Context: an optimization exercise on an open-source flow, tuned for small area and a short achievable clock period. The choices shown serve that exercise and are no tape-out recipe.
Only simulation tests tie the RTL to the original design; equivalence was not proved.
Power and IR drop assume default switching activity.

==> build 95: inputs <==
==> flow/design.v <==
`timescale 1ns / 1ps
module top(clk, reset, imem_addr, imem_data, dmem_addr, dmem_wdata, dmem_we, dmem_rdata, writed);
    input clk, reset;
    output [8:0] imem_addr;
    input [31:0] imem_data;
    output [31:0] dmem_addr, dmem_wdata;
    output dmem_we;
    input [31:0] dmem_rdata;
    output [31:0] writed;
    reg [6:0] pc;
    always @(posedge clk) begin
        if (reset) pc <= 7'd0;
        else pc <= pc + 7'd1;
    end
    assign imem_addr = {pc, 2'b00};
    wire [5:0] f_op = imem_data[31:26];
    wire [5:0] f_fn = imem_data[5:0];
    wire f_r   = (f_op == 6'b000000);
    wire f_add = f_r && (f_fn == 6'b100000);
    wire f_sub = f_r && (f_fn == 6'b100010);
    wire f_and = f_r && (f_fn == 6'b100100);
    wire f_or  = f_r && (f_fn == 6'b100101);
    wire f_xor = f_r && (f_fn == 6'b100110);
    wire f_slt = f_r && (f_fn == 6'b101010);
    wire f_lw  = (f_op == 6'b100011);
    wire f_sw  = (f_op == 6'b101011);
    wire f_alu = f_add | f_sub | f_and | f_or | f_xor | f_slt;
    wire [4:0] f_rn = f_alu ? imem_data[15:11] : imem_data[20:16];
    wire f_wen = (f_alu | f_lw) && (f_rn != 5'd0);
    reg [4:0] d_rs, d_rt, d_rn;
    reg [15:0] d_imm;
    reg d_wen, d_lw, d_sw, d_inv, d_arith, d_and, d_or, d_xor, d_slt;
    always @(posedge clk) begin
        if (reset) begin
            d_wen <= 1'b0;
            d_sw <= 1'b0;
        end
        else begin
            d_wen <= f_wen;
            d_sw <= f_sw;
        end
        d_lw <= f_lw;
        d_inv <= f_sub | f_slt;
        d_arith <= f_add | f_sub | f_lw | f_sw;
        d_and <= f_and;
        d_or <= f_or;
        d_xor <= f_xor;
        d_slt <= f_slt;
        d_rs <= imem_data[25:21];
        d_rt <= imem_data[20:16];
        d_rn <= f_rn;
        d_imm <= imem_data[15:0];
    end
    reg [31:0] rf [1:31];
    reg [4:0] m_rn;
    reg m_wen, m_lw;
    reg [31:0] m_r;
    wire [31:0] m_val = m_lw ? dmem_rdata : m_r;
    genvar gi;
    generate
        for (gi = 1; gi < 32; gi = gi + 1) begin : g_rf
            always @(posedge clk)
                if (m_wen && m_rn == gi) rf[gi] <= m_val;
        end
    endgenerate
    reg [31:0] qa, qb;
    integer i;
    always @(*) begin
        qa = 32'h0;
        qb = 32'h0;
        for (i = 1; i < 32; i = i + 1) begin
            qa = qa | ({32{d_rs == i}} & rf[i]);
            qb = qb | ({32{d_rt == i}} & rf[i]);
        end
    end
    reg [4:0] e_rn;
    reg e_wen, e_lw;
    wire [31:0] e_r;
    wire fa_e = e_wen && !e_lw && d_rs == e_rn;
    wire fa_m = m_wen && d_rs == m_rn;
    wire fb_e = e_wen && !e_lw && d_rt == e_rn;
    wire fb_m = m_wen && d_rt == m_rn;
    wire [31:0] va = fa_e ? e_r : fa_m ? m_val : qa;
    wire [31:0] vb = fb_e ? e_r : fb_m ? m_val : qb;
    wire [31:0] d_immx = {{16{d_imm[15]}}, d_imm};
    wire d_aluimm = d_lw | d_sw;
    reg [31:0] e_a, e_b, e_s;
    reg e_sw, e_cin, e_arith, e_and, e_or, e_xor, e_slt;
    always @(posedge clk) begin
        if (reset) begin
            e_wen <= 1'b0;
            e_sw <= 1'b0;
        end
        else begin
            e_wen <= d_wen;
            e_sw <= d_sw;
        end
        e_lw <= d_lw;
        e_rn <= d_rn;
        e_cin <= d_inv;
        e_arith <= d_arith;
        e_and <= d_and;
        e_or <= d_or;
        e_xor <= d_xor;
        e_slt <= d_slt;
        e_a <= va;
        e_b <= d_aluimm ? d_immx : (d_inv ? ~vb : vb);
        e_s <= vb;
    end
    wire [32:0] e_sum = {1'b0, e_a} + {1'b0, e_b} + {32'h0, e_cin};
    wire [31:0] e_bt = e_b;    
    assign e_r = ({32{e_arith}} & e_sum[31:0])
               | ({32{e_and}} & (e_a & e_bt))
               | ({32{e_or}} & (e_a | e_bt))
               | ({32{e_xor}} & (e_a ^ e_bt))
               | {31'h0, e_slt & ~e_sum[32]};
    reg [31:0] m_s;
    reg m_sw;
    always @(posedge clk) begin
        if (reset) begin
            m_wen <= 1'b0;
            m_sw <= 1'b0;
        end
        else begin
            m_wen <= e_wen;
            m_sw <= e_sw;
        end
        m_lw <= e_lw;
        m_rn <= e_rn;
        m_r <= e_r;
        m_s <= e_s;
    end
    assign dmem_addr = m_r;
    assign dmem_wdata = m_s;
    assign dmem_we = m_sw;
    reg [31:0] w_r;
    always @(posedge clk) w_r <= m_val;
    assign writed = w_r;
endmodule
==> flow/run.sh <==
#!/bin/bash
# synth_recipe.tcl (not shown) runs the flow's synth.tcl, then flattens the netlist and writes it again
# the make line also repeats each setting of config.mk as NAME=value (left out here)
make -C /OpenROAD-flow-scripts/flow DESIGN_CONFIG=/design/flow/config.mk WORK_HOME=/design/flow/orfs CLKGATE_MAP_FILE= SYNTH_SCRIPT=/design/flow/synth_recipe.tcl finish
==> flow/config.mk <==
export PLATFORM = sky130hd
export DESIGN_NAME = top
export DESIGN_NICKNAME = top
export VERILOG_FILES = /design/flow/design.v
export SDC_FILE = /design/flow/constraint.sdc
export NUM_CORES = 4
export LEC_CHECK = 0
export CAP_MARGIN = 20
export CORE_MARGIN = 2
export CORE_UTILIZATION = 40
export PLACE_DENSITY = 0.6
export SLEW_MARGIN = 20
==> flow/constraint.sdc <==
create_clock -name core_clock -period 5.5 [get_ports {clk}]
set_input_delay 1.1000 -clock core_clock [delete_from_list [all_inputs] [get_ports {clk}]]
set_output_delay 1.1000 -clock core_clock [all_outputs]
set_load 0.01 [all_outputs]
==> build 32 (differences from build 95) <==
--- a/flow/design.v
+++ b/flow/design.v
@@ -9,2 +9,4 @@
     output [31:0] writed;
+    genvar gi, gl;
+    integer i;
     reg [6:0] pc;
@@ -17,2 +19,4 @@
     wire [5:0] f_fn = imem_data[5:0];
+    wire [4:0] f_rs = imem_data[25:21];
+    wire [4:0] f_rt = imem_data[20:16];
     wire f_r   = (f_op == 6'b000000);
@@ -27,7 +31,11 @@
     wire f_alu = f_add | f_sub | f_and | f_or | f_xor | f_slt;
-    wire [4:0] f_rn = f_alu ? imem_data[15:11] : imem_data[20:16];
+    wire [4:0] f_rn = f_alu ? imem_data[15:11] : f_rt;
     wire f_wen = (f_alu | f_lw) && (f_rn != 5'd0);
-    reg [4:0] d_rs, d_rt, d_rn;
+    reg [4:0] d_rn;
     reg [15:0] d_imm;
+    reg [31:1] d_sa, d_sb;           
+    reg d_fma, d_fmb, d_fea, d_feb;   
     reg d_wen, d_lw, d_sw, d_inv, d_arith, d_and, d_or, d_xor, d_slt;
+    reg [4:0] e_rn;
+    reg e_wen, e_lw;
     always @(posedge clk) begin
@@ -48,6 +56,12 @@
         d_slt <= f_slt;
-        d_rs <= imem_data[25:21];
-        d_rt <= imem_data[20:16];
         d_rn <= f_rn;
         d_imm <= imem_data[15:0];
+        for (i = 1; i < 32; i = i + 1) begin
+            d_sa[i] <= (f_rs == i);
+            d_sb[i] <= (f_rt == i);
+        end
+        d_fma <= e_wen && (f_rs == e_rn);
+        d_fmb <= e_wen && (f_rt == e_rn);
+        d_fea <= d_wen && !d_lw && (f_rs == d_rn);
+        d_feb <= d_wen && !d_lw && (f_rt == d_rn);
     end
@@ -58,3 +72,2 @@
     wire [31:0] m_val = m_lw ? dmem_rdata : m_r;
-    genvar gi;
     generate
@@ -66,3 +79,2 @@
     reg [31:0] qa, qb;
-    integer i;
     always @(*) begin
@@ -71,19 +83,12 @@
         for (i = 1; i < 32; i = i + 1) begin
-            qa = qa | ({32{d_rs == i}} & rf[i]);
-            qb = qb | ({32{d_rt == i}} & rf[i]);
-        end
-    end
-    reg [4:0] e_rn;
-    reg e_wen, e_lw;
-    wire [31:0] e_r;
-    wire fa_e = e_wen && !e_lw && d_rs == e_rn;
-    wire fa_m = m_wen && d_rs == m_rn;
-    wire fb_e = e_wen && !e_lw && d_rt == e_rn;
-    wire fb_m = m_wen && d_rt == m_rn;
-    wire [31:0] va = fa_e ? e_r : fa_m ? m_val : qa;
-    wire [31:0] vb = fb_e ? e_r : fb_m ? m_val : qb;
+            qa = qa | ({32{d_sa[i]}} & rf[i]);
+            qb = qb | ({32{d_sb[i]}} & rf[i]);
+        end
+    end
+    wire [31:0] ua = d_fma ? m_val : qa;
+    wire [31:0] ub = d_fmb ? m_val : qb;
+    wire d_aluimm = d_lw | d_sw;
     wire [31:0] d_immx = {{16{d_imm[15]}}, d_imm};
-    wire d_aluimm = d_lw | d_sw;
     reg [31:0] e_a, e_b, e_s;
-    reg e_sw, e_cin, e_arith, e_and, e_or, e_xor, e_slt;
+    reg e_sw, e_cin, e_arith, e_and, e_or, e_xor, e_slt, e_fa, e_fb, e_fs;
     always @(posedge clk) begin
@@ -105,13 +110,70 @@
         e_slt <= d_slt;
-        e_a <= va;
-        e_b <= d_aluimm ? d_immx : (d_inv ? ~vb : vb);
-        e_s <= vb;
-    end
-    wire [32:0] e_sum = {1'b0, e_a} + {1'b0, e_b} + {32'h0, e_cin};
-    wire [31:0] e_bt = e_b;    
-    assign e_r = ({32{e_arith}} & e_sum[31:0])
-               | ({32{e_and}} & (e_a & e_bt))
-               | ({32{e_or}} & (e_a | e_bt))
-               | ({32{e_xor}} & (e_a ^ e_bt))
-               | {31'h0, e_slt & ~e_sum[32]};
+        e_fa <= d_fea;
+        e_fb <= d_feb && !d_aluimm;
+        e_fs <= d_feb;
+        e_a <= ua;
+        e_b <= d_aluimm ? d_immx : (d_inv ? ~ub : ub);
+        e_s <= ub;
+    end
+    wire [31:0] e_p1, e_p0, e_g1, e_g0, e_pn, e_gn;
+    wire [31:0] x_a = {32{e_fa}} & m_r | {32{~e_fa}} & e_a;
+    wire [31:0] x_b = {32{e_fb}} & (m_r ^ {32{e_cin}}) | {32{~e_fb}} & e_b;
+    wire [31:0] x_p = x_a ^ x_b;
+    wire [31:0] x_lg = ({32{e_and}} & x_a & x_b) | ({32{e_or}} & (x_a | x_b)) | ({32{e_xor}} & x_p);
+    wire [31:0] e_t1 = ({32{e_arith}} & ~x_p) | x_lg;
+    wire [31:0] e_t0 = ({32{e_arith}} & x_p) | x_lg;
+    ex_pre0 u_pre0(.ea(e_a[0]), .eb(e_b[0]), .fa(e_fa), .fb(e_fb), .inv(e_cin), .ci(e_cin),
+                   .p1(e_p1[0]), .p0(e_p0[0]), .g1(e_g1[0]), .g0(e_g0[0]));
+    generate
+        for (gi = 1; gi < 32; gi = gi + 1) begin : g_pre
+            ex_pre u_pre(.ea(e_a[gi]), .eb(e_b[gi]), .fa(e_fa), .fb(e_fb), .inv(e_cin),
+                         .p1(e_p1[gi]), .p0(e_p0[gi]), .g1(e_g1[gi]), .g0(e_g0[gi]));
+        end
+        for (gi = 0; gi < 32; gi = gi + 1) begin : g_pm
+            ex_pmux u_pm(.m(m_r[gi]), .p1(e_p1[gi]), .p0(e_p0[gi]), .g1(e_g1[gi]), .g0(e_g0[gi]),
+                         .pn(e_pn[gi]), .gn(e_gn[gi]));
+        end
+    endgenerate
+    wire [31:0] kg [0:5];
+    wire [31:0] kp [0:5];
+    assign kg[0] = e_gn;
+    assign kp[0] = e_pn;
+    generate
+        for (gl = 0; gl < 5; gl = gl + 1) begin : g_lvl
+            for (gi = 0; gi < 32; gi = gi + 1) begin : g_bit
+                if (gi < (1 << gl)) begin : g_pass
+                    assign kg[gl+1][gi] = ~kg[gl][gi];
+                    assign kp[gl+1][gi] = ~kp[gl][gi];
+                end
+                else if (gi < (2 << gl)) begin : g_gonly
+                    if (gl % 2 == 1) begin : g_a
+                        ks_ag u_n(.g(kg[gl][gi]), .p(kp[gl][gi]), .gj(kg[gl][gi - (1 << gl)]), .gn(kg[gl+1][gi]));
+                    end
+                    else begin : g_b
+                        ks_bg u_n(.gn(kg[gl][gi]), .pn(kp[gl][gi]), .gjn(kg[gl][gi - (1 << gl)]), .g(kg[gl+1][gi]));
+                    end
+                    assign kp[gl+1][gi] = 1'b0;
+                end
+                else begin : g_full
+                    if (gl % 2 == 1) begin : g_a
+                        ks_a u_n(.g(kg[gl][gi]), .p(kp[gl][gi]), .gj(kg[gl][gi - (1 << gl)]), .pj(kp[gl][gi - (1 << gl)]),
+                                 .gn(kg[gl+1][gi]), .pn(kp[gl+1][gi]));
+                    end
+                    else begin : g_b
+                        ks_b u_n(.gn(kg[gl][gi]), .pn(kp[gl][gi]), .gjn(kg[gl][gi - (1 << gl)]), .pjn(kp[gl][gi - (1 << gl)]),
+                                 .g(kg[gl+1][gi]), .p(kp[gl+1][gi]));
+                    end
+                end
+            end
+        end
+    endgenerate
+    wire [32:1] e_c = kg[5];
+    wire [31:0] e_r;
+    generate
+        for (gi = 1; gi < 32; gi = gi + 1) begin : g_out
+            ex_sel u_out(.s(e_c[gi]), .d1(e_t1[gi]), .d0(e_t0[gi]), .y(e_r[gi]));
+        end
+    endgenerate
+    wire e_r0e = e_cin ? e_t1[0] : e_t0[0];
+    ex_sel u_out0(.s(e_c[32]), .d1(!e_slt & e_r0e), .d0(e_slt | e_r0e), .y(e_r[0]));
     reg [31:0] m_s;
@@ -130,3 +192,3 @@
         m_r <= e_r;
-        m_s <= e_s;
+        m_s <= e_fs ? m_r : e_s;
     end
@@ -139 +201,58 @@
 endmodule
+module ex_pre(ea, eb, fa, fb, inv, p1, p0, g1, g0);
+    input ea, eb, fa, fb, inv;
+    output p1, p0, g1, g0;
+    wire a1 = fa | ea;
+    wire a0 = !fa & ea;
+    wire b1 = fb ? !inv : eb;
+    wire b0 = fb ? inv : eb;
+    assign p1 = a1 ^ b1;
+    assign g1 = a1 & b1;
+    assign p0 = a0 ^ b0;
+    assign g0 = a0 & b0;
+endmodule
+module ex_pre0(ea, eb, fa, fb, inv, ci, p1, p0, g1, g0);
+    input ea, eb, fa, fb, inv, ci;
+    output p1, p0, g1, g0;
+    wire a1 = fa | ea;
+    wire a0 = !fa & ea;
+    wire b1 = fb ? !inv : eb;
+    wire b0 = fb ? inv : eb;
+    assign p1 = a1 ^ b1;
+    assign g1 = (a1 & b1) | (p1 & ci);
+    assign p0 = a0 ^ b0;
+    assign g0 = (a0 & b0) | (p0 & ci);
+endmodule
+module ex_pmux(m, p1, p0, g1, g0, pn, gn);
+    input m, p1, p0, g1, g0;
+    output pn, gn;
+    assign pn = ~(m ? p1 : p0);
+    assign gn = ~(m ? g1 : g0);
+endmodule
+module ks_a(g, p, gj, pj, gn, pn);
+    input g, p, gj, pj;
+    output gn, pn;
+    assign gn = ~(g | (p & gj));
+    assign pn = ~(p & pj);
+endmodule
+module ks_ag(g, p, gj, gn);
+    input g, p, gj;
+    output gn;
+    assign gn = ~(g | (p & gj));
+endmodule
+module ks_b(gn, pn, gjn, pjn, g, p);
+    input gn, pn, gjn, pjn;
+    output g, p;
+    assign g = ~(gn & (pn | gjn));
+    assign p = ~(pn | pjn);
+endmodule
+module ks_bg(gn, pn, gjn, g);
+    input gn, pn, gjn;
+    output g;
+    assign g = ~(gn & (pn | gjn));
+endmodule
+module ex_sel(s, d1, d0, y);
+    input s, d1, d0;
+    output y;
+    assign y = s ? d1 : d0;
+endmodule
--- a/flow/config.mk
+++ b/flow/config.mk
@@ -11,2 +11,5 @@
 export PLACE_DENSITY = 0.6
+export SETUP_SLACK_MARGIN = 2.9
 export SLEW_MARGIN = 20
+export SYNTH_HIERARCHICAL = 1
+export TNS_END_PERCENT = 5
==> trial 22 (differences from build 95) <==
--- a/flow/config.mk
+++ b/flow/config.mk
@@ -7,2 +7,3 @@
 export LEC_CHECK = 0
+export ABC_CLOCK_PERIOD_IN_PS = 2500
 export CAP_MARGIN = 20
@@ -11,2 +12,3 @@
 export PLACE_DENSITY = 0.6
+export SETUP_SLACK_MARGIN = 2.5
 export SLEW_MARGIN = 20
==> comparison <==
Sequential power: build 95 is smaller than build 32 (about 4%). Worst hold slack, lowest first: build 32, build 95, trial 22. Maximum frequency: build 95 < trial 22 < build 32. Build 95 finished clean. Build 32 completed with no timing, DRC or antenna violations. Trial 22 finished with timing, DRC and antenna clean. Between build 95 and build 32, the lower synthesized area is in build 95 (gap 6.7%, measured against build 32). Non-clock buffer count: build 32 < build 95 < trial 22. Die area: build 32 is higher than trial 22 (7.1%). Of build 32 and trial 22, build 32 has the higher worst setup slack (gap 0.20 ns). First-iteration DRC count, highest first: trial 22, build 95, build 32. Of build 95 and build 32, build 32 has the higher clock power (gap about 2.8%, measured against build 32). Register-to-register slack: build 32 is higher than trial 22 (0.20 ns).

what the ideal ports hide:
No port has a modelled driver above. Below, the same layouts with a new extraction and two added sets of constraints.
Step 1 assumes that a clkbuf_16 drives the clock port and a buf_2 every other input.
Step 2 moves the port delays by t, midway between the first and last clock arrival at a register: inputs arrive t later, outputs are due t later. That takes back most of the time a late clock gives input paths.
a / b / c = no drivers / after step 1 / after step 2; a / b = the first two.
run | t (ns) | slack for setup (ns) | latest minus earliest clock arrival (ns) | worst slew at a driven data input, ns
build 95 | 0.851 | 0.413 / 0.413 / 0.413 | 0.039 / 0.039 | 0.06
build 32 | 0.858 | 2.399 / 2.399 / 1.757 | 0.036 / 0.036 | 0.06
trial 22 | 0.857 | 2.198 / 2.198 / 1.856 | 0.034 / 0.034 | 0.06
After both steps setup and hold are still met in every run listed. The setup slack of build 32, which loses most, moves by 0.000 ns with the drivers and by -0.642 ns with both steps.
